Background: an optimization exercise with open tools, aiming at small area. Do not read the settings as production practice.
Only simulation tests tie the RTL to the original design; equivalence was not proved.

===== constraint.sdc =====
create_clock -name core_clock -period 15.0 [get_ports {clk}]
set_input_delay 3.0000 -clock core_clock [delete_from_list [all_inputs] [get_ports {clk}]]
set_output_delay 3.0000 -clock core_clock [all_outputs]
set_load 0.01 [all_outputs]

===== config.mk =====
export PLATFORM = sky130hd
export DESIGN_NAME = cordic
export DESIGN_NICKNAME = cordic
export VERILOG_FILES = /design/flow/design.v
export SDC_FILE = /design/flow/constraint.sdc
export NUM_CORES = 4
export LEC_CHECK = 0
export CAP_MARGIN = 20
export CORE_MARGIN = 2
export CORE_UTILIZATION = 40
export CTS_BUF_LIST = sky130_fd_sc_hd__clkbuf_16
export CTS_CLUSTER_DIAMETER = 150
export CTS_CLUSTER_SIZE = 30
export SLEW_MARGIN = 20

===== run.sh =====
#!/bin/bash
# synth_recipe.tcl (not shown) runs the flow's synth.tcl, then flattens the netlist and writes it again
# the make line also repeats each setting of config.mk as NAME=value (left out here)
make -C /OpenROAD-flow-scripts/flow DESIGN_CONFIG=/design/flow/config.mk WORK_HOME=/design/flow/orfs CLKGATE_MAP_FILE= SYNTH_SCRIPT=/design/flow/synth_recipe.tcl finish

===== design.v =====
module cordic_cia #(parameter N = 30, parameter B = 8) (
	input [N-1:0] a,
	input [N-1:0] b,
	input cin,
	output [N-1:0] s
);
localparam NB = (N + B - 1) / B;
wire [NB:0] bc;           
assign bc[0] = cin;
genvar k, m;
generate
	for (m = 0; m < NB; m = m + 1) begin : blk
		localparam LO = B * m;
		localparam HI = (B * m + B - 1 < N) ? B * m + B - 1 : N - 1;
		localparam W = HI - LO + 1;
		wire [W:0] c;
		wire [W-1:0] s0;
		assign c[0] = (m == 0) ? cin : 1'b0;
		for (k = 0; k < W; k = k + 1) begin : fab
			assign s0[k] = a[LO+k] ^ b[LO+k] ^ c[k];
			assign c[k+1] = (a[LO+k] & b[LO+k]) | (a[LO+k] & c[k]) | (b[LO+k] & c[k]);
		end
		if (m == 0) begin : first
			assign s[HI:LO] = s0;
			assign bc[1] = c[W];
		end else begin : inc
			wire [W:0] p;         
			assign p[0] = 1'b1;
			for (k = 0; k < W; k = k + 1) begin : pa
				assign p[k+1] = p[k] & s0[k];
			end
			for (k = 0; k < W; k = k + 1) begin : sx
				assign s[LO+k] = s0[k] ^ (bc[m] & p[k]);
			end
			assign bc[m+1] = c[W] | (bc[m] & p[W]);
		end
	end
endgenerate
endmodule
module cordic (
	input clk,
	input rst,
	input in_valid,
	input signed [31:0] angle,
	output reg out_valid,
	output signed [31:0] cosine,
	output signed [31:0] sine,
	output signed [31:0] finalAngle
);
wire [30:0] a = angle[30:0];
wire [1:0] q = (a > 31'd1264972284) ? 2'd3 : (a > 31'd843314856) ? 2'd2 : (a > 31'd421657428) ? 2'd1 : 2'd0;
reg [31:0] c0;
always @* begin
	case (q)
	2'd0: c0 = 32'hffffffff;
	2'd1: c0 = 32'he6de04ab;
	2'd2: c0 = 32'hcdbc0956;
	2'd3: c0 = 32'hb49a0e02;
	endcase
end
wire [31:0] w0f;
cordic_cia #(32, 8) uw0 (.a({1'b0, a}), .b(c0), .cin(1'b0), .s(w0f));
wire [29:0] w0 = w0f[29:0];
wire signed [31:0] wx0 = {{2{w0_s1[29]}}, w0_s1};
wire [0:0] d0 = ~w0_s1[29];
wire [1:0] cm1;
assign cm1[0] = wx0 >= -32'sd210828714;
assign cm1[1] = wx0 >= 32'sd210828714;
wire [0:0] d1 = cm1[{d0}];
wire [3:0] cm2;
assign cm2[0] = wx0 >= -32'sd335288171;
assign cm2[1] = wx0 >= -32'sd86369257;
assign cm2[2] = wx0 >= 32'sd86369257;
assign cm2[3] = wx0 >= 32'sd335288171;
wire [0:0] d2 = cm2[{d0, d1}];
reg [26:0] kc0;
always @* begin
	case ({d0, d1, d2})
	0: kc0 = 27'h7e7862a;
	1: kc0 = 27'h10a8ac;
	2: kc0 = 27'h11152a8;
	3: kc0 = 27'h13a752a;
	4: kc0 = 27'h6c58ad6;
	5: kc0 = 27'h6eead58;
	6: kc0 = 27'h7ef5754;
	7: kc0 = 27'h1879d6;
	default: kc0 = 27'h0;
	endcase
end
wire [26:0] w3;
cordic_cia #(27, 8) ua0 (.a(wx0[26:0]), .b(kc0), .cin(1'b0), .s(w3));
wire signed [31:0] wx3 = {{5{w3_s2[26]}}, w3_s2};
wire [0:0] d3 = ~w3_s2[26];
wire [1:0] cm4;
assign cm4[0] = wx3 >= -32'sd33381289;
assign cm4[1] = wx3 >= 32'sd33381289;
wire [0:0] d4 = cm4[{d3}];
wire [3:0] cm5;
assign cm5[0] = wx3 >= -32'sd50136710;
assign cm5[1] = wx3 >= -32'sd16625868;
assign cm5[2] = wx3 >= 32'sd16625868;
assign cm5[3] = wx3 >= 32'sd50136710;
wire [0:0] d5 = cm5[{d3, d4}];
wire [7:0] cm6;
assign cm6[0] = wx3 >= -32'sd58522588;
assign cm6[1] = wx3 >= -32'sd41750832;
assign cm6[2] = wx3 >= -32'sd25011746;
assign cm6[3] = wx3 >= -32'sd8239990;
assign cm6[4] = wx3 >= 32'sd8239990;
assign cm6[5] = wx3 >= 32'sd25011746;
assign cm6[6] = wx3 >= 32'sd41750832;
assign cm6[7] = wx3 >= 32'sd58522588;
wire [0:0] d6 = cm6[{d3, d4, d5}];
reg [22:0] kc3;
always @* begin
	case ({d3, d4, d5, d6})
	0: kc3 = 23'h3cfa86;
	1: kc3 = 23'h3cfd32;
	2: kc3 = 23'h3d0fda;
	3: kc3 = 23'h3d1286;
	4: kc3 = 23'h3da4cc;
	5: kc3 = 23'h3da778;
	6: kc3 = 23'h3dba20;
	7: kc3 = 23'h3dbccc;
	8: kc3 = 23'h424334;
	9: kc3 = 23'h4245e0;
	10: kc3 = 23'h425888;
	11: kc3 = 23'h425b34;
	12: kc3 = 23'h42ed7a;
	13: kc3 = 23'h42f026;
	14: kc3 = 23'h4302ce;
	15: kc3 = 23'h43057a;
	default: kc3 = 23'h0;
	endcase
end
wire [22:0] w7;
cordic_cia #(23, 8) ua3 (.a(wx3[22:0]), .b(kc3), .cin(1'b0), .s(w7));
wire signed [31:0] wx7 = {{9{w7_s3[22]}}, w7_s3};
wire [0:0] d7 = ~w7_s3[22];
wire [1:0] cm8;
assign cm8[0] = wx7 >= -32'sd2097109;
assign cm8[1] = wx7 >= 32'sd2097109;
wire [0:0] d8 = cm8[{d7}];
wire [3:0] cm9;
assign cm9[0] = wx7 >= -32'sd3145679;
assign cm9[1] = wx7 >= -32'sd1048539;
assign cm9[2] = wx7 >= 32'sd1048539;
assign cm9[3] = wx7 >= 32'sd3145679;
wire [0:0] d9 = cm9[{d7, d8}];
wire [7:0] cm10;
assign cm10[0] = wx7 >= -32'sd3669966;
assign cm10[1] = wx7 >= -32'sd2621392;
assign cm10[2] = wx7 >= -32'sd1572826;
assign cm10[3] = wx7 >= -32'sd524252;
assign cm10[4] = wx7 >= 32'sd524252;
assign cm10[5] = wx7 >= 32'sd1572826;
assign cm10[6] = wx7 >= 32'sd2621392;
assign cm10[7] = wx7 >= 32'sd3669966;
wire [0:0] d10 = cm10[{d7, d8, d9}];
reg [18:0] kc7;
always @* begin
	case ({d7, d8, d9, d10})
	0: kc7 = 19'h3ffcd;
	1: kc7 = 19'h3ffcf;
	2: kc7 = 19'h3ffcf;
	3: kc7 = 19'h3ffd1;
	4: kc7 = 19'h3ffd9;
	5: kc7 = 19'h3ffdb;
	6: kc7 = 19'h3ffdb;
	7: kc7 = 19'h3ffdd;
	8: kc7 = 19'h40023;
	9: kc7 = 19'h40025;
	10: kc7 = 19'h40025;
	11: kc7 = 19'h40027;
	12: kc7 = 19'h4002f;
	13: kc7 = 19'h40031;
	14: kc7 = 19'h40031;
	15: kc7 = 19'h40033;
	default: kc7 = 19'h0;
	endcase
end
wire [18:0] w11;
cordic_cia #(19, 8) ua7 (.a(wx7[18:0]), .b(kc7), .cin(1'b0), .s(w11));
wire signed [31:0] wx11 = {{13{w11_s4[18]}}, w11_s4};
wire [0:0] d11 = ~w11_s4[18];
wire [1:0] cm12;
assign cm12[0] = wx11 >= -32'sd131071;
assign cm12[1] = wx11 >= 32'sd131071;
wire [0:0] d12 = cm12[{d11}];
wire [3:0] cm13;
assign cm13[0] = wx11 >= -32'sd196606;
assign cm13[1] = wx11 >= -32'sd65536;
assign cm13[2] = wx11 >= 32'sd65536;
assign cm13[3] = wx11 >= 32'sd196606;
wire [0:0] d13 = cm13[{d11, d12}];
wire [7:0] cm14;
assign cm14[0] = wx11 >= -32'sd229373;
assign cm14[1] = wx11 >= -32'sd163839;
assign cm14[2] = wx11 >= -32'sd98303;
assign cm14[3] = wx11 >= -32'sd32769;
assign cm14[4] = wx11 >= 32'sd32769;
assign cm14[5] = wx11 >= 32'sd98303;
assign cm14[6] = wx11 >= 32'sd163839;
assign cm14[7] = wx11 >= 32'sd229373;
wire [0:0] d14 = cm14[{d11, d12, d13}];
reg [15:0] kc11;
always @* begin
	case ({d11, d12, d13, d14})
	0: kc11 = 16'hbffc;
	1: kc11 = 16'h3ffe;
	2: kc11 = 16'hbffe;
	3: kc11 = 16'h4000;
	4: kc11 = 16'hbffe;
	5: kc11 = 16'h4000;
	6: kc11 = 16'hc000;
	7: kc11 = 16'h4002;
	8: kc11 = 16'hbffe;
	9: kc11 = 16'h4000;
	10: kc11 = 16'hc000;
	11: kc11 = 16'h4002;
	12: kc11 = 16'hc000;
	13: kc11 = 16'h4002;
	14: kc11 = 16'hc002;
	15: kc11 = 16'h4004;
	default: kc11 = 16'h0;
	endcase
end
wire [15:0] w15;
cordic_cia #(16, 8) ua11 (.a(wx11[15:0]), .b(kc11), .cin(1'b0), .s(w15));
wire signed [31:0] wx15 = {{16{w15_s5[15]}}, w15_s5};
wire [0:0] d15 = ~w15_s5[15];
wire [1:0] cm16;
assign cm16[0] = wx15 >= -32'sd8191;
assign cm16[1] = wx15 >= 32'sd8191;
wire [0:0] d16 = cm16[{d15}];
wire [3:0] cm17;
assign cm17[0] = wx15 >= -32'sd12286;
assign cm17[1] = wx15 >= -32'sd4096;
assign cm17[2] = wx15 >= 32'sd4096;
assign cm17[3] = wx15 >= 32'sd12286;
wire [0:0] d17 = cm17[{d15, d16}];
wire [7:0] cm18;
assign cm18[0] = wx15 >= -32'sd14333;
assign cm18[1] = wx15 >= -32'sd10239;
assign cm18[2] = wx15 >= -32'sd6143;
assign cm18[3] = wx15 >= -32'sd2049;
assign cm18[4] = wx15 >= 32'sd2049;
assign cm18[5] = wx15 >= 32'sd6143;
assign cm18[6] = wx15 >= 32'sd10239;
assign cm18[7] = wx15 >= 32'sd14333;
wire [0:0] d18 = cm18[{d15, d16, d17}];
reg [11:0] kc15;
always @* begin
	case ({d15, d16, d17, d18})
	0: kc15 = 12'hbfc;
	1: kc15 = 12'h3fe;
	2: kc15 = 12'hbfe;
	3: kc15 = 12'h400;
	4: kc15 = 12'hbfe;
	5: kc15 = 12'h400;
	6: kc15 = 12'hc00;
	7: kc15 = 12'h402;
	8: kc15 = 12'hbfe;
	9: kc15 = 12'h400;
	10: kc15 = 12'hc00;
	11: kc15 = 12'h402;
	12: kc15 = 12'hc00;
	13: kc15 = 12'h402;
	14: kc15 = 12'hc02;
	15: kc15 = 12'h404;
	default: kc15 = 12'h0;
	endcase
end
wire [11:0] w19;
cordic_cia #(12, 8) ua15 (.a(wx15[11:0]), .b(kc15), .cin(1'b0), .s(w19));
wire signed [31:0] wx19 = {{20{w19_s6[11]}}, w19_s6};
wire [0:0] d19 = ~w19_s6[11];
wire [1:0] cm20;
assign cm20[0] = wx19 >= -32'sd511;
assign cm20[1] = wx19 >= 32'sd511;
wire [0:0] d20 = cm20[{d19}];
wire [3:0] cm21;
assign cm21[0] = wx19 >= -32'sd766;
assign cm21[1] = wx19 >= -32'sd256;
assign cm21[2] = wx19 >= 32'sd256;
assign cm21[3] = wx19 >= 32'sd766;
wire [0:0] d21 = cm21[{d19, d20}];
wire [7:0] cm22;
assign cm22[0] = wx19 >= -32'sd893;
assign cm22[1] = wx19 >= -32'sd639;
assign cm22[2] = wx19 >= -32'sd383;
assign cm22[3] = wx19 >= -32'sd129;
assign cm22[4] = wx19 >= 32'sd129;
assign cm22[5] = wx19 >= 32'sd383;
assign cm22[6] = wx19 >= 32'sd639;
assign cm22[7] = wx19 >= 32'sd893;
wire [0:0] d22 = cm22[{d19, d20, d21}];
reg [7:0] kc19;
always @* begin
	case ({d19, d20, d21, d22})
	0: kc19 = 8'hbc;
	1: kc19 = 8'h3e;
	2: kc19 = 8'hbe;
	3: kc19 = 8'h40;
	4: kc19 = 8'hbe;
	5: kc19 = 8'h40;
	6: kc19 = 8'hc0;
	7: kc19 = 8'h42;
	8: kc19 = 8'hbe;
	9: kc19 = 8'h40;
	10: kc19 = 8'hc0;
	11: kc19 = 8'h42;
	12: kc19 = 8'hc0;
	13: kc19 = 8'h42;
	14: kc19 = 8'hc2;
	15: kc19 = 8'h44;
	default: kc19 = 8'h0;
	endcase
end
wire [7:0] w23;
cordic_cia #(8, 8) ua19 (.a(wx19[7:0]), .b(kc19), .cin(1'b0), .s(w23));
wire signed [31:0] wx23 = {{24{w23_s7[7]}}, w23_s7};
wire [0:0] d23 = ~w23_s7[7];
wire [1:0] cm24;
assign cm24[0] = wx23 >= -32'sd31;
assign cm24[1] = wx23 >= 32'sd31;
wire [0:0] d24 = cm24[{d23}];
wire [3:0] cm25;
assign cm25[0] = wx23 >= -32'sd46;
assign cm25[1] = wx23 >= -32'sd16;
assign cm25[2] = wx23 >= 32'sd16;
assign cm25[3] = wx23 >= 32'sd46;
wire [0:0] d25 = cm25[{d23, d24}];
wire [7:0] cm26;
assign cm26[0] = wx23 >= -32'sd53;
assign cm26[1] = wx23 >= -32'sd39;
assign cm26[2] = wx23 >= -32'sd23;
assign cm26[3] = wx23 >= -32'sd9;
assign cm26[4] = wx23 >= 32'sd9;
assign cm26[5] = wx23 >= 32'sd23;
assign cm26[6] = wx23 >= 32'sd39;
assign cm26[7] = wx23 >= 32'sd53;
wire [0:0] d26 = cm26[{d23, d24, d25}];
reg [5:0] kc23;
always @* begin
	case ({d23, d24, d25, d26})
	0: kc23 = 6'h38;
	1: kc23 = 6'h32;
	2: kc23 = 6'h2a;
	3: kc23 = 6'h24;
	4: kc23 = 6'h1a;
	5: kc23 = 6'h14;
	6: kc23 = 6'hc;
	7: kc23 = 6'h6;
	8: kc23 = 6'h3a;
	9: kc23 = 6'h34;
	10: kc23 = 6'h2c;
	11: kc23 = 6'h26;
	12: kc23 = 6'h1c;
	13: kc23 = 6'h16;
	14: kc23 = 6'he;
	15: kc23 = 6'h8;
	default: kc23 = 6'h0;
	endcase
end
wire [5:0] w27;
cordic_cia #(6, 8) ua23 (.a(wx23[5:0]), .b(kc23), .cin(1'b0), .s(w27));
wire signed [31:0] wx27 = {{26{w27_s8[5]}}, w27_s8};
wire [0:0] d27 = ~w27_s8[5];
wire [1:0] cm28;
assign cm28[0] = wx27 >= -32'sd2;
assign cm28[1] = wx27 >= 32'sd2;
wire [0:0] d28 = cm28[{d27}];
wire [3:0] cm29;
assign cm29[0] = wx27 >= -32'sd3;
assign cm29[1] = wx27 >= -32'sd1;
assign cm29[2] = wx27 >= 32'sd1;
assign cm29[3] = wx27 >= 32'sd3;
wire [0:0] d29 = cm29[{d27, d28}];
wire [7:0] cm30;
assign cm30[0] = wx27 >= -32'sd3;
assign cm30[1] = wx27 >= -32'sd3;
assign cm30[2] = wx27 >= -32'sd1;
assign cm30[3] = wx27 >= -32'sd1;
assign cm30[4] = wx27 >= 32'sd1;
assign cm30[5] = wx27 >= 32'sd1;
assign cm30[6] = wx27 >= 32'sd3;
assign cm30[7] = wx27 >= 32'sd3;
wire [0:0] d30 = cm30[{d27, d28, d29}];
reg [5:0] kc27;
always @* begin
	case ({d27, d28, d29, d30})
	0: kc27 = 6'h3;
	1: kc27 = 6'h3;
	2: kc27 = 6'h3;
	3: kc27 = 6'h3;
	4: kc27 = 6'h1;
	5: kc27 = 6'h1;
	6: kc27 = 6'h1;
	7: kc27 = 6'h1;
	8: kc27 = 6'h3f;
	9: kc27 = 6'h3f;
	10: kc27 = 6'h3f;
	11: kc27 = 6'h3f;
	12: kc27 = 6'h3d;
	13: kc27 = 6'h3d;
	14: kc27 = 6'h3d;
	15: kc27 = 6'h3d;
	default: kc27 = 6'h0;
	endcase
end
wire [5:0] w31;
cordic_cia #(6, 8) ua27 (.a(wx27[5:0]), .b(kc27), .cin(1'b0), .s(w31));
wire [5:0] nw31 = ~w31;
wire [30:0] fin;
cordic_cia #(31, 8) ufin (.a(a_s8), .b({{25{nw31[5]}}, nw31}), .cin(1'b0), .s(fin));
reg [29:0] xF, yF;
always @* begin
	case ({q_s3, d0_s3, d1_s3, d2_s3})
	0: begin xF = 30'h30361fdd; yF = 30'h0136e9db; end
	1: begin xF = 30'h32a3f393; yF = 30'h088064ff; end
	2: begin xF = 30'h377f9b00; yF = 30'h0d5c0c6d; end
	3: begin xF = 30'h3ec91624; yF = 30'h0fc9e025; end
	4: begin xF = 30'h0136e9dc; yF = 30'h0fc9e023; end
	5: begin xF = 30'h08806500; yF = 30'h0d5c0c6d; end
	6: begin xF = 30'h0d5c0c6d; yF = 30'h08806500; end
	7: begin xF = 30'h0fc9e023; yF = 30'h0136e9dc; end
	8: begin xF = 30'h0136e9dc; yF = 30'h0fc9e023; end
	9: begin xF = 30'h08806500; yF = 30'h0d5c0c6d; end
	10: begin xF = 30'h0d5c0c6d; yF = 30'h08806500; end
	11: begin xF = 30'h0fc9e023; yF = 30'h0136e9dc; end
	12: begin xF = 30'h0fc9e025; yF = 30'h3ec91624; end
	13: begin xF = 30'h0d5c0c6d; yF = 30'h377f9b00; end
	14: begin xF = 30'h088064ff; yF = 30'h32a3f393; end
	15: begin xF = 30'h0136e9db; yF = 30'h30361fdd; end
	16: begin xF = 30'h0fc9e025; yF = 30'h3ec91624; end
	17: begin xF = 30'h0d5c0c6d; yF = 30'h377f9b00; end
	18: begin xF = 30'h088064ff; yF = 30'h32a3f393; end
	19: begin xF = 30'h0136e9db; yF = 30'h30361fdd; end
	20: begin xF = 30'h3ec91626; yF = 30'h30361fdb; end
	21: begin xF = 30'h377f9b00; yF = 30'h32a3f393; end
	22: begin xF = 30'h32a3f393; yF = 30'h377f9b00; end
	23: begin xF = 30'h30361fdb; yF = 30'h3ec91626; end
	24: begin xF = 30'h3ec91626; yF = 30'h30361fdb; end
	25: begin xF = 30'h377f9b00; yF = 30'h32a3f393; end
	26: begin xF = 30'h32a3f393; yF = 30'h377f9b00; end
	27: begin xF = 30'h30361fdb; yF = 30'h3ec91626; end
	28: begin xF = 30'h30361fdd; yF = 30'h0136e9db; end
	29: begin xF = 30'h32a3f393; yF = 30'h088064ff; end
	30: begin xF = 30'h377f9b00; yF = 30'h0d5c0c6d; end
	31: begin xF = 30'h3ec91624; yF = 30'h0fc9e025; end
	default: begin xF = 30'h0; yF = 30'h0; end
	endcase
end
wire [0:0] nd3 = ~d3_s3;
wire [29:0] x4;
wire [29:0] y4;
cordic_cia #(30, 8) ux3 (.a(xF), .b({{3{yF[29]}}, yF[29:3]} ^ {30{nd3}}), .cin(nd3), .s(x4));
cordic_cia #(30, 8) uy3 (.a(yF), .b({{3{xF[29]}}, xF[29:3]} ^ {30{d3_s3}}), .cin(d3_s3), .s(y4));
wire [0:0] nd4 = ~d4_s3;
wire [29:0] x5;
wire [29:0] y5;
cordic_cia #(30, 8) ux4 (.a(x4), .b({{4{y4[29]}}, y4[29:4]} ^ {30{nd4}}), .cin(nd4), .s(x5));
cordic_cia #(30, 8) uy4 (.a(y4), .b({{4{x4[29]}}, x4[29:4]} ^ {30{d4_s3}}), .cin(d4_s3), .s(y5));
wire [0:0] nd5 = ~d5_s3;
wire [29:0] x6;
wire [29:0] y6;
cordic_cia #(30, 8) ux5 (.a(x5), .b({{5{y5[29]}}, y5[29:5]} ^ {30{nd5}}), .cin(nd5), .s(x6));
cordic_cia #(30, 8) uy5 (.a(y5), .b({{5{x5[29]}}, x5[29:5]} ^ {30{d5_s3}}), .cin(d5_s3), .s(y6));
wire [0:0] nd6 = ~d6_s4;
wire [29:0] x7;
wire [29:0] y7;
cordic_cia #(30, 8) ux6 (.a(x6_s4), .b({{6{y6_s4[29]}}, y6_s4[29:6]} ^ {30{nd6}}), .cin(nd6), .s(x7));
cordic_cia #(30, 8) uy6 (.a(y6_s4), .b({{6{x6_s4[29]}}, x6_s4[29:6]} ^ {30{d6_s4}}), .cin(d6_s4), .s(y7));
wire [0:0] nd7 = ~d7_s4;
wire [29:0] x8;
wire [29:0] y8;
cordic_cia #(30, 8) ux7 (.a(x7), .b({{7{y7[29]}}, y7[29:7]} ^ {30{nd7}}), .cin(nd7), .s(x8));
cordic_cia #(30, 8) uy7 (.a(y7), .b({{7{x7[29]}}, x7[29:7]} ^ {30{d7_s4}}), .cin(d7_s4), .s(y8));
wire [0:0] nd8 = ~d8_s4;
wire [29:0] x9;
wire [29:0] y9;
cordic_cia #(30, 8) ux8 (.a(x8), .b({{8{y8[29]}}, y8[29:8]} ^ {30{nd8}}), .cin(nd8), .s(x9));
cordic_cia #(30, 8) uy8 (.a(y8), .b({{8{x8[29]}}, x8[29:8]} ^ {30{d8_s4}}), .cin(d8_s4), .s(y9));
wire [0:0] nd9 = ~d9_s5;
wire [29:0] x10;
wire [29:0] y10;
cordic_cia #(30, 8) ux9 (.a(x9_s5), .b({{9{y9_s5[29]}}, y9_s5[29:9]} ^ {30{nd9}}), .cin(nd9), .s(x10));
cordic_cia #(30, 8) uy9 (.a(y9_s5), .b({{9{x9_s5[29]}}, x9_s5[29:9]} ^ {30{d9_s5}}), .cin(d9_s5), .s(y10));
wire [0:0] nd10 = ~d10_s5;
wire [29:0] x11;
wire [29:0] y11;
cordic_cia #(30, 8) ux10 (.a(x10), .b({{10{y10[29]}}, y10[29:10]} ^ {30{nd10}}), .cin(nd10), .s(x11));
cordic_cia #(30, 8) uy10 (.a(y10), .b({{10{x10[29]}}, x10[29:10]} ^ {30{d10_s5}}), .cin(d10_s5), .s(y11));
wire [0:0] nd11 = ~d11_s6;
wire [29:0] x12;
wire [29:0] y12;
cordic_cia #(30, 8) ux11 (.a(x11_s6), .b({{11{y11_s6[29]}}, y11_s6[29:11]} ^ {30{nd11}}), .cin(nd11), .s(x12));
cordic_cia #(30, 8) uy11 (.a(y11_s6), .b({{11{x11_s6[29]}}, x11_s6[29:11]} ^ {30{d11_s6}}), .cin(d11_s6), .s(y12));
wire [0:0] nd12 = ~d12_s6;
wire [29:0] x13;
wire [29:0] y13;
cordic_cia #(30, 8) ux12 (.a(x12), .b({{12{y12[29]}}, y12[29:12]} ^ {30{nd12}}), .cin(nd12), .s(x13));
cordic_cia #(30, 8) uy12 (.a(y12), .b({{12{x12[29]}}, x12[29:12]} ^ {30{d12_s6}}), .cin(d12_s6), .s(y13));
wire [0:0] nd13 = ~d13_s7;
wire [29:0] x14;
wire [29:0] y14;
cordic_cia #(30, 8) ux13 (.a(x13_s7), .b({{13{y13_s7[29]}}, y13_s7[29:13]} ^ {30{nd13}}), .cin(nd13), .s(x14));
cordic_cia #(30, 8) uy13 (.a(y13_s7), .b({{13{x13_s7[29]}}, x13_s7[29:13]} ^ {30{d13_s7}}), .cin(d13_s7), .s(y14));
wire [0:0] nd14 = ~d14_s7;
wire [29:0] x15;
wire [29:0] y15;
cordic_cia #(30, 8) ux14 (.a(x14), .b({{14{y14[29]}}, y14[29:14]} ^ {30{nd14}}), .cin(nd14), .s(x15));
cordic_cia #(30, 8) uy14 (.a(y14), .b({{14{x14[29]}}, x14[29:14]} ^ {30{d14_s7}}), .cin(d14_s7), .s(y15));
wire [0:0] nd15 = ~d15_s8;
wire [29:0] x16;
wire [29:0] y16;
cordic_cia #(30, 8) ux15 (.a(x15_s8), .b({{15{y15_s8[29]}}, y15_s8[29:15]} ^ {30{nd15}}), .cin(nd15), .s(x16));
cordic_cia #(30, 8) uy15 (.a(y15_s8), .b({{15{x15_s8[29]}}, x15_s8[29:15]} ^ {30{d15_s8}}), .cin(d15_s8), .s(y16));
wire [0:0] nd16 = ~d16_s8;
wire [29:0] x17;
wire [29:0] y17;
cordic_cia #(30, 8) ux16 (.a(x16), .b({{16{y16[29]}}, y16[29:16]} ^ {30{nd16}}), .cin(nd16), .s(x17));
cordic_cia #(30, 8) uy16 (.a(y16), .b({{16{x16[29]}}, x16[29:16]} ^ {30{d16_s8}}), .cin(d16_s8), .s(y17));
wire [0:0] nd17 = ~d17_s9;
wire [29:0] x18;
wire [29:0] y18;
cordic_cia #(30, 8) ux17 (.a(x17_s9), .b({{17{y17_s9[29]}}, y17_s9[29:17]} ^ {30{nd17}}), .cin(nd17), .s(x18));
cordic_cia #(30, 8) uy17 (.a(y17_s9), .b({{17{x17_s9[29]}}, x17_s9[29:17]} ^ {30{d17_s9}}), .cin(d17_s9), .s(y18));
wire [0:0] nd18 = ~d18_s9;
wire [29:0] x19;
wire [29:0] y19;
cordic_cia #(30, 8) ux18 (.a(x18), .b({{18{y18[29]}}, y18[29:18]} ^ {30{nd18}}), .cin(nd18), .s(x19));
cordic_cia #(30, 8) uy18 (.a(y18), .b({{18{x18[29]}}, x18[29:18]} ^ {30{d18_s9}}), .cin(d18_s9), .s(y19));
wire [0:0] nd19 = ~d19_s10;
wire [29:0] x20;
wire [29:0] y20;
cordic_cia #(30, 8) ux19 (.a(x19_s10), .b({{19{y19_s10[29]}}, y19_s10[29:19]} ^ {30{nd19}}), .cin(nd19), .s(x20));
cordic_cia #(30, 8) uy19 (.a(y19_s10), .b({{19{x19_s10[29]}}, x19_s10[29:19]} ^ {30{d19_s10}}), .cin(d19_s10), .s(y20));
wire [0:0] nd20 = ~d20_s10;
wire [29:0] x21;
wire [29:0] y21;
cordic_cia #(30, 8) ux20 (.a(x20), .b({{20{y20[29]}}, y20[29:20]} ^ {30{nd20}}), .cin(nd20), .s(x21));
cordic_cia #(30, 8) uy20 (.a(y20), .b({{20{x20[29]}}, x20[29:20]} ^ {30{d20_s10}}), .cin(d20_s10), .s(y21));
wire [0:0] nd21 = ~d21_s11;
wire [29:0] x22;
wire [29:0] y22;
cordic_cia #(30, 8) ux21 (.a(x21_s11), .b({{21{y21_s11[29]}}, y21_s11[29:21]} ^ {30{nd21}}), .cin(nd21), .s(x22));
cordic_cia #(30, 8) uy21 (.a(y21_s11), .b({{21{x21_s11[29]}}, x21_s11[29:21]} ^ {30{d21_s11}}), .cin(d21_s11), .s(y22));
wire [0:0] nd22 = ~d22_s11;
wire [29:0] x23;
wire [29:0] y23;
cordic_cia #(30, 8) ux22 (.a(x22), .b({{22{y22[29]}}, y22[29:22]} ^ {30{nd22}}), .cin(nd22), .s(x23));
cordic_cia #(30, 8) uy22 (.a(y22), .b({{22{x22[29]}}, x22[29:22]} ^ {30{d22_s11}}), .cin(d22_s11), .s(y23));
wire [0:0] nd23 = ~d23_s12;
wire [29:0] x24;
wire [29:0] y24;
cordic_cia #(30, 8) ux23 (.a(x23_s12), .b({{23{y23_s12[29]}}, y23_s12[29:23]} ^ {30{nd23}}), .cin(nd23), .s(x24));
cordic_cia #(30, 8) uy23 (.a(y23_s12), .b({{23{x23_s12[29]}}, x23_s12[29:23]} ^ {30{d23_s12}}), .cin(d23_s12), .s(y24));
wire [0:0] nd24 = ~d24_s12;
wire [29:0] x25;
wire [29:0] y25;
cordic_cia #(30, 8) ux24 (.a(x24), .b({{24{y24[29]}}, y24[29:24]} ^ {30{nd24}}), .cin(nd24), .s(x25));
cordic_cia #(30, 8) uy24 (.a(y24), .b({{24{x24[29]}}, x24[29:24]} ^ {30{d24_s12}}), .cin(d24_s12), .s(y25));
wire [0:0] nd25 = ~d25_s13;
wire [29:0] x26;
wire [29:0] y26;
cordic_cia #(30, 8) ux25 (.a(x25_s13), .b({{25{y25_s13[29]}}, y25_s13[29:25]} ^ {30{nd25}}), .cin(nd25), .s(x26));
cordic_cia #(30, 8) uy25 (.a(y25_s13), .b({{25{x25_s13[29]}}, x25_s13[29:25]} ^ {30{d25_s13}}), .cin(d25_s13), .s(y26));
wire [0:0] nd26 = ~d26_s13;
wire [29:0] x27;
wire [29:0] y27;
cordic_cia #(30, 8) ux26 (.a(x26), .b({{26{y26[29]}}, y26[29:26]} ^ {30{nd26}}), .cin(nd26), .s(x27));
cordic_cia #(30, 8) uy26 (.a(y26), .b({{26{x26[29]}}, x26[29:26]} ^ {30{d26_s13}}), .cin(d26_s13), .s(y27));
wire [0:0] nd27 = ~d27_s14;
wire [29:0] x28;
wire [29:0] y28;
cordic_cia #(30, 8) ux27 (.a(x27_s14), .b({{27{y27_s14[29]}}, y27_s14[29:27]} ^ {30{nd27}}), .cin(nd27), .s(x28));
cordic_cia #(30, 8) uy27 (.a(y27_s14), .b({{27{x27_s14[29]}}, x27_s14[29:27]} ^ {30{d27_s14}}), .cin(d27_s14), .s(y28));
wire [0:0] nd28 = ~d28_s14;
wire [29:0] x29;
wire [29:0] y29;
cordic_cia #(30, 8) ux28 (.a(x28), .b({{28{y28[29]}}, y28[29:28]} ^ {30{nd28}}), .cin(nd28), .s(x29));
cordic_cia #(30, 8) uy28 (.a(y28), .b({{28{x28[29]}}, x28[29:28]} ^ {30{d28_s14}}), .cin(d28_s14), .s(y29));
wire [0:0] nd29 = ~d29_s14;
wire [29:0] x30;
wire [29:0] y30;
cordic_cia #(30, 8) ux29 (.a(x29), .b({30{y29[29]}} ^ {30{nd29}}), .cin(nd29), .s(x30));
cordic_cia #(30, 8) uy29 (.a(y29), .b({30{x29[29]}} ^ {30{d29_s14}}), .cin(d29_s14), .s(y30));
wire [0:0] nd30 = ~d30_s15;
wire [29:0] x31;
wire [29:0] y31;
cordic_cia #(30, 8) ux30 (.a(x30_s15), .b({30{y30_s15[29]}} ^ {30{nd30}}), .cin(nd30), .s(x31));
cordic_cia #(30, 8) uy30 (.a(y30_s15), .b({30{x30_s15[29]}} ^ {30{d30_s15}}), .cin(d30_s15), .s(y31));
assign sine = {{2{x31[29]}}, x31};
assign cosine = {{2{y31[29]}}, y31};
assign finalAngle = {1'b0, fin_s15};
reg [13:0] vpipe;
always @(posedge clk) begin
	if (rst) begin
		vpipe <= 14'd0;
		out_valid <= 1'b0;
	end else begin
		vpipe <= {vpipe[12:0], in_valid};
		out_valid <= vpipe[13];
	end
end
reg [29:0] w0_s1;
always @(posedge clk) w0_s1 <= w0;
reg [26:0] w3_s2;
always @(posedge clk) w3_s2 <= w3;
reg [22:0] w7_s3;
always @(posedge clk) w7_s3 <= w7;
reg [18:0] w11_s4;
always @(posedge clk) w11_s4 <= w11;
reg [15:0] w15_s5;
always @(posedge clk) w15_s5 <= w15;
reg [11:0] w19_s6;
always @(posedge clk) w19_s6 <= w19;
reg [7:0] w23_s7;
always @(posedge clk) w23_s7 <= w23;
reg [5:0] w27_s8;
always @(posedge clk) w27_s8 <= w27;
reg [30:0] a_s1;
always @(posedge clk) a_s1 <= a;
reg [30:0] a_s2;
always @(posedge clk) a_s2 <= a_s1;
reg [30:0] a_s3;
always @(posedge clk) a_s3 <= a_s2;
reg [30:0] a_s4;
always @(posedge clk) a_s4 <= a_s3;
reg [30:0] a_s5;
always @(posedge clk) a_s5 <= a_s4;
reg [30:0] a_s6;
always @(posedge clk) a_s6 <= a_s5;
reg [30:0] a_s7;
always @(posedge clk) a_s7 <= a_s6;
reg [30:0] a_s8;
always @(posedge clk) a_s8 <= a_s7;
reg [1:0] q_s1;
always @(posedge clk) q_s1 <= q;
reg [1:0] q_s2;
always @(posedge clk) q_s2 <= q_s1;
reg [1:0] q_s3;
always @(posedge clk) q_s3 <= q_s2;
reg [0:0] d0_s2;
always @(posedge clk) d0_s2 <= d0;
reg [0:0] d0_s3;
always @(posedge clk) d0_s3 <= d0_s2;
reg [0:0] d1_s2;
always @(posedge clk) d1_s2 <= d1;
reg [0:0] d1_s3;
always @(posedge clk) d1_s3 <= d1_s2;
reg [0:0] d2_s2;
always @(posedge clk) d2_s2 <= d2;
reg [0:0] d2_s3;
always @(posedge clk) d2_s3 <= d2_s2;
reg [0:0] d3_s3;
always @(posedge clk) d3_s3 <= d3;
reg [0:0] d4_s3;
always @(posedge clk) d4_s3 <= d4;
reg [0:0] d5_s3;
always @(posedge clk) d5_s3 <= d5;
reg [29:0] x6_s4;
always @(posedge clk) x6_s4 <= x6;
reg [29:0] y6_s4;
always @(posedge clk) y6_s4 <= y6;
reg [0:0] d6_s3;
always @(posedge clk) d6_s3 <= d6;
reg [0:0] d6_s4;
always @(posedge clk) d6_s4 <= d6_s3;
reg [0:0] d7_s4;
always @(posedge clk) d7_s4 <= d7;
reg [0:0] d8_s4;
always @(posedge clk) d8_s4 <= d8;
reg [29:0] x9_s5;
always @(posedge clk) x9_s5 <= x9;
reg [29:0] y9_s5;
always @(posedge clk) y9_s5 <= y9;
reg [0:0] d9_s4;
always @(posedge clk) d9_s4 <= d9;
reg [0:0] d9_s5;
always @(posedge clk) d9_s5 <= d9_s4;
reg [0:0] d10_s4;
always @(posedge clk) d10_s4 <= d10;
reg [0:0] d10_s5;
always @(posedge clk) d10_s5 <= d10_s4;
reg [29:0] x11_s6;
always @(posedge clk) x11_s6 <= x11;
reg [29:0] y11_s6;
always @(posedge clk) y11_s6 <= y11;
reg [0:0] d11_s5;
always @(posedge clk) d11_s5 <= d11;
reg [0:0] d11_s6;
always @(posedge clk) d11_s6 <= d11_s5;
reg [0:0] d12_s5;
always @(posedge clk) d12_s5 <= d12;
reg [0:0] d12_s6;
always @(posedge clk) d12_s6 <= d12_s5;
reg [29:0] x13_s7;
always @(posedge clk) x13_s7 <= x13;
reg [29:0] y13_s7;
always @(posedge clk) y13_s7 <= y13;
reg [0:0] d13_s5;
always @(posedge clk) d13_s5 <= d13;
reg [0:0] d13_s6;
always @(posedge clk) d13_s6 <= d13_s5;
reg [0:0] d13_s7;
always @(posedge clk) d13_s7 <= d13_s6;
reg [0:0] d14_s5;
always @(posedge clk) d14_s5 <= d14;
reg [0:0] d14_s6;
always @(posedge clk) d14_s6 <= d14_s5;
reg [0:0] d14_s7;
always @(posedge clk) d14_s7 <= d14_s6;
reg [29:0] x15_s8;
always @(posedge clk) x15_s8 <= x15;
reg [29:0] y15_s8;
always @(posedge clk) y15_s8 <= y15;
reg [0:0] d15_s6;
always @(posedge clk) d15_s6 <= d15;
reg [0:0] d15_s7;
always @(posedge clk) d15_s7 <= d15_s6;
reg [0:0] d15_s8;
always @(posedge clk) d15_s8 <= d15_s7;
reg [0:0] d16_s6;
always @(posedge clk) d16_s6 <= d16;
reg [0:0] d16_s7;
always @(posedge clk) d16_s7 <= d16_s6;
reg [0:0] d16_s8;
always @(posedge clk) d16_s8 <= d16_s7;
reg [29:0] x17_s9;
always @(posedge clk) x17_s9 <= x17;
reg [29:0] y17_s9;
always @(posedge clk) y17_s9 <= y17;
reg [0:0] d17_s6;
always @(posedge clk) d17_s6 <= d17;
reg [0:0] d17_s7;
always @(posedge clk) d17_s7 <= d17_s6;
reg [0:0] d17_s8;
always @(posedge clk) d17_s8 <= d17_s7;
reg [0:0] d17_s9;
always @(posedge clk) d17_s9 <= d17_s8;
reg [0:0] d18_s6;
always @(posedge clk) d18_s6 <= d18;
reg [0:0] d18_s7;
always @(posedge clk) d18_s7 <= d18_s6;
reg [0:0] d18_s8;
always @(posedge clk) d18_s8 <= d18_s7;
reg [0:0] d18_s9;
always @(posedge clk) d18_s9 <= d18_s8;
reg [29:0] x19_s10;
always @(posedge clk) x19_s10 <= x19;
reg [29:0] y19_s10;
always @(posedge clk) y19_s10 <= y19;
reg [0:0] d19_s7;
always @(posedge clk) d19_s7 <= d19;
reg [0:0] d19_s8;
always @(posedge clk) d19_s8 <= d19_s7;
reg [0:0] d19_s9;
always @(posedge clk) d19_s9 <= d19_s8;
reg [0:0] d19_s10;
always @(posedge clk) d19_s10 <= d19_s9;
reg [0:0] d20_s7;
always @(posedge clk) d20_s7 <= d20;
reg [0:0] d20_s8;
always @(posedge clk) d20_s8 <= d20_s7;
reg [0:0] d20_s9;
always @(posedge clk) d20_s9 <= d20_s8;
reg [0:0] d20_s10;
always @(posedge clk) d20_s10 <= d20_s9;
reg [29:0] x21_s11;
always @(posedge clk) x21_s11 <= x21;
reg [29:0] y21_s11;
always @(posedge clk) y21_s11 <= y21;
reg [0:0] d21_s7;
always @(posedge clk) d21_s7 <= d21;
reg [0:0] d21_s8;
always @(posedge clk) d21_s8 <= d21_s7;
reg [0:0] d21_s9;
always @(posedge clk) d21_s9 <= d21_s8;
reg [0:0] d21_s10;
always @(posedge clk) d21_s10 <= d21_s9;
reg [0:0] d21_s11;
always @(posedge clk) d21_s11 <= d21_s10;
reg [0:0] d22_s7;
always @(posedge clk) d22_s7 <= d22;
reg [0:0] d22_s8;
always @(posedge clk) d22_s8 <= d22_s7;
reg [0:0] d22_s9;
always @(posedge clk) d22_s9 <= d22_s8;
reg [0:0] d22_s10;
always @(posedge clk) d22_s10 <= d22_s9;
reg [0:0] d22_s11;
always @(posedge clk) d22_s11 <= d22_s10;
reg [29:0] x23_s12;
always @(posedge clk) x23_s12 <= x23;
reg [29:0] y23_s12;
always @(posedge clk) y23_s12 <= y23;
reg [0:0] d23_s8;
always @(posedge clk) d23_s8 <= d23;
reg [0:0] d23_s9;
always @(posedge clk) d23_s9 <= d23_s8;
reg [0:0] d23_s10;
always @(posedge clk) d23_s10 <= d23_s9;
reg [0:0] d23_s11;
always @(posedge clk) d23_s11 <= d23_s10;
reg [0:0] d23_s12;
always @(posedge clk) d23_s12 <= d23_s11;
reg [0:0] d24_s8;
always @(posedge clk) d24_s8 <= d24;
reg [0:0] d24_s9;
always @(posedge clk) d24_s9 <= d24_s8;
reg [0:0] d24_s10;
always @(posedge clk) d24_s10 <= d24_s9;
reg [0:0] d24_s11;
always @(posedge clk) d24_s11 <= d24_s10;
reg [0:0] d24_s12;
always @(posedge clk) d24_s12 <= d24_s11;
reg [29:0] x25_s13;
always @(posedge clk) x25_s13 <= x25;
reg [29:0] y25_s13;
always @(posedge clk) y25_s13 <= y25;
reg [0:0] d25_s8;
always @(posedge clk) d25_s8 <= d25;
reg [0:0] d25_s9;
always @(posedge clk) d25_s9 <= d25_s8;
reg [0:0] d25_s10;
always @(posedge clk) d25_s10 <= d25_s9;
reg [0:0] d25_s11;
always @(posedge clk) d25_s11 <= d25_s10;
reg [0:0] d25_s12;
always @(posedge clk) d25_s12 <= d25_s11;
reg [0:0] d25_s13;
always @(posedge clk) d25_s13 <= d25_s12;
reg [0:0] d26_s8;
always @(posedge clk) d26_s8 <= d26;
reg [0:0] d26_s9;
always @(posedge clk) d26_s9 <= d26_s8;
reg [0:0] d26_s10;
always @(posedge clk) d26_s10 <= d26_s9;
reg [0:0] d26_s11;
always @(posedge clk) d26_s11 <= d26_s10;
reg [0:0] d26_s12;
always @(posedge clk) d26_s12 <= d26_s11;
reg [0:0] d26_s13;
always @(posedge clk) d26_s13 <= d26_s12;
reg [29:0] x27_s14;
always @(posedge clk) x27_s14 <= x27;
reg [29:0] y27_s14;
always @(posedge clk) y27_s14 <= y27;
reg [0:0] d27_s9;
always @(posedge clk) d27_s9 <= d27;
reg [0:0] d27_s10;
always @(posedge clk) d27_s10 <= d27_s9;
reg [0:0] d27_s11;
always @(posedge clk) d27_s11 <= d27_s10;
reg [0:0] d27_s12;
always @(posedge clk) d27_s12 <= d27_s11;
reg [0:0] d27_s13;
always @(posedge clk) d27_s13 <= d27_s12;
reg [0:0] d27_s14;
always @(posedge clk) d27_s14 <= d27_s13;
reg [0:0] d28_s9;
always @(posedge clk) d28_s9 <= d28;
reg [0:0] d28_s10;
always @(posedge clk) d28_s10 <= d28_s9;
reg [0:0] d28_s11;
always @(posedge clk) d28_s11 <= d28_s10;
reg [0:0] d28_s12;
always @(posedge clk) d28_s12 <= d28_s11;
reg [0:0] d28_s13;
always @(posedge clk) d28_s13 <= d28_s12;
reg [0:0] d28_s14;
always @(posedge clk) d28_s14 <= d28_s13;
reg [0:0] d29_s9;
always @(posedge clk) d29_s9 <= d29;
reg [0:0] d29_s10;
always @(posedge clk) d29_s10 <= d29_s9;
reg [0:0] d29_s11;
always @(posedge clk) d29_s11 <= d29_s10;
reg [0:0] d29_s12;
always @(posedge clk) d29_s12 <= d29_s11;
reg [0:0] d29_s13;
always @(posedge clk) d29_s13 <= d29_s12;
reg [0:0] d29_s14;
always @(posedge clk) d29_s14 <= d29_s13;
reg [29:0] x30_s15;
always @(posedge clk) x30_s15 <= x30;
reg [29:0] y30_s15;
always @(posedge clk) y30_s15 <= y30;
reg [0:0] d30_s9;
always @(posedge clk) d30_s9 <= d30;
reg [0:0] d30_s10;
always @(posedge clk) d30_s10 <= d30_s9;
reg [0:0] d30_s11;
always @(posedge clk) d30_s11 <= d30_s10;
reg [0:0] d30_s12;
always @(posedge clk) d30_s12 <= d30_s11;
reg [0:0] d30_s13;
always @(posedge clk) d30_s13 <= d30_s12;
reg [0:0] d30_s14;
always @(posedge clk) d30_s14 <= d30_s13;
reg [0:0] d30_s15;
always @(posedge clk) d30_s15 <= d30_s14;
reg [30:0] fin_s9;
always @(posedge clk) fin_s9 <= fin;
reg [30:0] fin_s10;
always @(posedge clk) fin_s10 <= fin_s9;
reg [30:0] fin_s11;
always @(posedge clk) fin_s11 <= fin_s10;
reg [30:0] fin_s12;
always @(posedge clk) fin_s12 <= fin_s11;
reg [30:0] fin_s13;
always @(posedge clk) fin_s13 <= fin_s12;
reg [30:0] fin_s14;
always @(posedge clk) fin_s14 <= fin_s13;
reg [30:0] fin_s15;
always @(posedge clk) fin_s15 <= fin_s14;
endmodule

==> run notes, run 1 <==
Overall Global Routing Usage roughly 15%; Critical Path Most Common Cell fa_1; die width 508.8 um; final hold viol count 0; Post-synth ARST share 0%; WL/cell between 15 and 20 um; Post-synth EDFFs 0; Post-Syn Instances around 9400; Max-cap violations 0; Setup crit end kind register; die height just over 500 um; status no timing/DRC/antenna violations; Final Worst Setup Slack 1.133 ns; period utilisation layout ~92%; CTS tree yes; Nets about 11000; die area 258900 um^2; cts hold-fix bufs 0; crit path kind reg2reg; Slew Limit Fails 0; hold crit path type reg2reg; postcts setup bufs 0; 1st-iter DRT viols between 2000 and 3000; global route overflow 0; Starting Density between 40% and 50%; Reg area 29610 um^2; pre-CTS setup slack 1.071 ns; Synthesis Warnings 1; Clock Skews between 0.06 and 0.07 ns; final WL 195800 um; fmax 0.07211 GHz; Core Util, Final approximately 43%; I/O Buffers between 100 and 150; crit-path max cell delay roughly 0.69 ns; final hold slack roughly 0.32 ns; critical path arrival around 15 ns; post-synthesis register bit count around 1500; Post-route DRC 0; final setup violation count 0; post-synth cell types just over 100; Synth Flop Type dfxtp_1; root buf cell clkbuf_16; CTS Buf Count 59; Synth area leader dfxtp_1; CP max FO 29; clk buf depth 3; vias post-DR between 60000 and 70000; 1st-pass router iterations 8; crit path launch type register; Sink Count 1478; WP data required between 15 and 20 ns; top-area cell type share of the netlist area between 20% and 30%; global-route wire length before repair approximately 330000 um; Post-synth top cells dfxtp_1, fa_1, xnor2_1, xor2_1, inv_1; Mapped Nets around 11000; Tightest Pin Transition between 1 and 1.5 ns; top-count cell post-synth dfxtp_1; register area share after synthesis between 20% and 30%; RSZ-0062 raised after global routing false; slowest CP cell dfxtp_2; area taken by multi-input logic gates ~70000 um^2; initial antenna violation count 8; Post-DP HPWL 165900 um; number of global-route vias before repair 65200; minimum clock period ~14 ns; Via density approximately 4.8; I/O Pins between 100 and 150; antenna-violating nets left 0; Synth area leaders dfxtp_1, fa_1, xnor2_1; row count approximately 190; Post-CTS Resized 0; Area Growth Syn to Fin 7.100%; Worst-path clk slew roughly 0.11 ns; Synth Cell Area 101900 um^2; setup tns final 0 ns; clock latency on the worst-skew pair 0.78 ns; share of layout cells above drive strength 1 between 3 and 4%; fillers about 24000; Mean Syn Cell Area around 11 um^2; Slew HR about a quarter; Core ar. between 200000 and 300000 um^2; pin count of the biggest net entering global routing 56; routability congestion estimate about 0.84; H-Tree Level Count 2
cell type report:
type                    count  area share (%)
inverters                 857           2.947
repair buffers            206           1.712
flip-flops and latches   1478           27.12
multi-input cells        6862           62.76
diodes                      5         0.01146
clock inverters            15          0.1994
clock buffers              61           1.398
well taps                3366           3.857
worst max-delay path: cells and delay by family, from the launching register on:
kind / cells / cell delay, ns
adders and majority gates: 21 / 7.52
xor gates and xnor gates: 6 / 1.30
DFF: 1 / 0.69
buffers and inverters: 7 / 0.88
and+or+nand+nor: 7 / 2.36
AOI/OAI and AO/OA: 4 / 1.04
cells by family (layout without fill, tap and decap cells):
| logic type | after synthesis | in the layout | synth area share [%] |
|---|---|---|---|
| mux | 79 | 79 | 0.8112 |
| flops | 1478 | 1478 | 29.02 |
| xor+xnor | 2054 | 2054 | 17.71 |
| fa+ha+maj | 1907 | 1907 | 33.26 |
| compound gates | 922 | 922 | 5.855 |
| buf+inv | 1058 | 1139 | 3.927 |
| simple gates | 1899 | 1899 | 9.407 |
| other cells | 1 | 6 | 0.003678 |
routing by layer:
layer / up-vias / GRT usage [%] / routed length, um
li1: 30456 / - / -
met1: 30064 / 17.84 / 80680
met2: 713 / 30.11 / 106500
met3: 191 / 1.498 / 4932
met4: 2 / 3.195 / 3698
met5: - / 0 / 11
placed cells by master (no fill, tap or decap), types with 18 or more instances in the layout:
cell             count
nand3_1            209
a21o_1              29
a21oi_1            235
fa_1              1341
o211ai_1            18
clkbuf_16           61
nor2b_1             45
a211oi_1            21
mux2i_1             53
o21ai_0            272
nor2_1             437
ha_1               557
mux2_2              25
inv_1              846
o21a_1              92
nand4_1             87
nand2_1            399
and3b_1             19
o31a_1              24
or3_1               35
and3_1              93
nand2b_1           104
clkdlybuf4s50_1    129
or2_2               86
and2_1              31
xor2_1             963
nor3_1             149
nor4_1             100
dfxtp_1           1464
nor3b_1             38
buf_4               77
a31oi_1             36
o31ai_1             21
xnor2_1           1064
o41a_1              25
per-stage QoR:
step                std cells  cell area [um^2]
floorplan                9398            101900
global placement        12769            107400
detailed placement      12769            107400
CTS                     12845            109200
global route            12846            109200
finish                  12850            109200
worst paths after layout:
kind,start,to,slack [ns],depth (start not counted)
setup / recovery,d6_s4,y9_s5[29],1.13,45
hold reg to reg,a_s4[30],a_s5[30],0.32,0
hold / removal,a_s4[30],a_s5[30],0.32,0
setup reg to reg,d6_s4,y9_s5[29],1.13,45
==> run 2, diff against run 1 <==
--- a/config.mk
+++ b/config.mk
@@ -10,5 +10,5 @@
 export CORE_UTILIZATION = 40
-export CTS_BUF_LIST = sky130_fd_sc_hd__clkbuf_16
-export CTS_CLUSTER_DIAMETER = 150
-export CTS_CLUSTER_SIZE = 30
+export CTS_BUF_LIST = sky130_fd_sc_hd__clkbuf_8
+export CTS_CLUSTER_DIAMETER = 100
+export CTS_CLUSTER_SIZE = 18
 export SLEW_MARGIN = 20
==> run 2 against run 1 <==
Net effect: still clean; global-route usage grew 0.068 points; via count grew 0.35%; die area is the same; register-to-register slack lost 0.03 ns; first-iteration DRC count shrank 7.7%; critical endpoint unchanged; largest cell class unchanged.
==> run notes, run 2 <==
status no timing/DRC/antenna violations; Setup crit end kind register; pin count of the biggest net entering global routing 56 (unchanged); critical path arrival 14.76 ns (+0.18 ns); CTS tree yes; slowest CP cell dfxtp_2; post-synth cell types 102 (unchanged); Worst Setup SP d6_s4; I/O Buffers 129 (unchanged); Placed Cells 12769 (unchanged); Clock Skews 0.08247 ns (+0.01614 ns); Post-synth ARST share 0% (unchanged); Synthesis Warnings 1 (unchanged); cts hold-fix bufs 0 (unchanged); 1st-iter DRT viols 2460 (-7.7%); Mapped Nets 11331 (unchanged); Post-synth top cells dfxtp_1, fa_1, xnor2_1, xor2_1, inv_1; Reg-to-Reg Start d6_s4; Synth Cell Area 101900 um^2 (unchanged); die area 258900 um^2 (unchanged); Worst-path clk slew 0.12 ns (about the same); Nets 11438 (+0.36%); WP data required 15.86 ns (+0.15 ns); fillers 24157 (+0.27%); antenna-violating nets left 0 (unchanged); commonest non-fill, non-tap cell in the layout dfxtp_1; minimum clock period 13.90 ns (+0.03478 ns); Starting Density 40.19% (unchanged); Worst Setup EP y9_s5[29]; crit path kind reg2reg; Post-Syn Instances 9398 (unchanged); Synth Flop Type dfxtp_1; Area Growth Syn to Fin 7.081% (about the same); Overall Global Routing Usage 15.44% (+0.068 points); R2R Setup Slk 1.10 ns (-0.03 ns); area taken by multi-input logic gates 68530 um^2 (about the same); root buf cell clkbuf_8; Reg area 29610 um^2 (unchanged); H-Tree Level Count 3 (+1); clock latency on the worst-skew pair 0.92 ns (+0.14 ns); post-synthesis register bit count 1478 (unchanged); Via density 4.777 (about the same); share of layout cells above drive strength 1 4.154% (+0.55 points); number of global-route vias before repair 65480 (+0.43%); I/O Pins 132 (unchanged); M2 GR Usage 29.98% (-0.12 points); M1 GR Usage 17.84% (about the same); final hold viol count 0 (unchanged); period utilisation layout 92.68% (+0.23 points); Post-route DRC 0 (unchanged); CTS Buf Count 100 (+69%); Slew Limit Fails 0 (unchanged); CP max FO 29 (unchanged); global route overflow 0 (unchanged); Critical R2R Capture y9_s5[29]; Final Worst Setup Slack 1.098 ns (-0.03478 ns); 1st-pass router iterations 8 (unchanged); GRT Max-Usage Layer met2; Synth area leaders dfxtp_1, fa_1, xnor2_1; Core ar. 253700 um^2 (unchanged); clk buf depth 3 (unchanged); final setup violation count 0 (unchanged); die height 508.8 um (unchanged); Critical Path Most Common Cell fa_1; Post-synth EDFFs 0 (unchanged); final WL 196000 um (about the same); WL/cell 15.19 um (-0.34%); GR Util met3 1.620% (+0.12 points); postcts setup bufs 0 (unchanged); global-route wire length before repair 328200 um (+0.17%); Post-DP HPWL 165900 um (unchanged); die width 508.8 um (unchanged); Sink Count 1478 (unchanged); pre-CTS setup slack 1.071 ns (unchanged); top-count cell post-synth dfxtp_1; crit path launch type register; most frequent cells in the layout dfxtp_1, fa_1, xnor2_1; Mean Syn Cell Area 10.85 um^2 (unchanged); vias post-DR 61639 (+0.35%); Tightest Pin Transition 1.114 ns (-0.0006575 ns); fmax 0.07193 GHz (-0.25%); RSZ-0062 raised after global routing false; row count 185 (unchanged); top-area cell type share of the netlist area 29.02% (unchanged); setup tns final 0 ns (unchanged); routability congestion estimate 0.8369 (unchanged); hold crit path type reg2reg; crit-path max cell delay 0.70 ns (about the same); Synth area leader dfxtp_1; FF-to-FF path depth 45 (unchanged); register area share after synthesis 29.02% (unchanged); initial antenna violation count 9 (+1); Max-cap violations 0 (unchanged); Non-Filler Instances 12904 (+0.42%); Slew HR 25.05% (+0.044 points)
==> run 2: layout make-up <==
type / instances / share of cell area (%)
inverter: 857 / 2.948
clock buffer: 101 / 1.273
multi-input combinational: 6862 / 62.78
timing repair buffer: 206 / 1.712
antenna: 6 / 0.01375
tap: 3366 / 3.858
sequential: 1478 / 27.12
clock inverter: 28 / 0.2980
==> run 2: worst min-delay path by stage <==
stage | from | cells after the start | endpoint | slack (ns)
5_1_grt | fin_s14[17] | 0 | fin_s15[17] | 0.30
6_report | fin_s14[9] | 0 | fin_s15[9] | 0.30
3_5_place_dp | a_s1[16] | 0 | a_s2[16] | 0.31
3_3_place_gp | a_s1[30] | 0 | a_s2[30] | 0.31
4_1_cts | fin_s14[9] | 0 | fin_s15[9] | 0.29
2_1_floorplan | a_s1[0] | 0 | a_s2[0] | 0.31
==> run 2: metrics by stage <==
step	hold WS, ns	utilization (%)	cell area (um^2)
6_report	0.3047	43.03	109200
5_1_grt	0.3006	43.03	109200
4_1_cts	0.2945	43.02	109100
3_5_place_dp	0.3121	42.35	107400
3_3_place_gp	0.3096	42.35	107400
2_1_floorplan	0.3096	-	101900
==> run 2: metal layers <==
layer	share of wire [%]	vias to the layer above
met3	2.5	234
li1	-	30544
met1	41	30090
met4	2.2	2
met2	54	769
met5	0.0056	-
==> run 2: cell families after synthesis <==
logic type / share of synthesized area, %
xor gates and xnor gates: 17.71
adders and majority gates: 33.26
and+or+nand+nor: 9.407
DFF: 29.02
buffers and inverters: 3.927
AOI/OAI and AO/OA: 5.855
muxes: 0.8112
other: 0.003678
==> run 2: critical path: cells and delay by family (launching register included) <==
family          cells  cell delay, ns
fa+ha+maj          21            7.51
xor+xnor            6            1.28
simple gates        7            2.42
buf+inv             7            0.89
compound gates      4            1.05
flops               1            0.70
==> run 2: what timing repair did <==
| action | in CTS | in global routing |
|---|---|---|
| hold endpoints to repair | 0 | 0 |
| setup endpoints to repair | 0 | 2 |
| gates resized for setup | 0 | 1 |

-- static timing again, ports no longer ideal --
How much do the figures lean on ideal ports? The routed layouts below were timed once more, with nothing changed but the port constraints. Step 1 assumes that a clkbuf_16 drives the clock port and a buf_2 every other input. Step 2 also shifts input and output timing later by t, the mid clock arrival at the registers, as if the neighbouring blocks saw the same clock. Three values: no drivers, after step 1, after step 2; two values: the first two.
run	shift t [ns]	slack for setup (ns)	worst setup path at the end
run 1	0.839	1.133 / 1.133 / 1.133	register to register
run 2	0.968	1.098 / 1.098 / 1.098	register to register
After both steps every run listed still meets setup and hold.
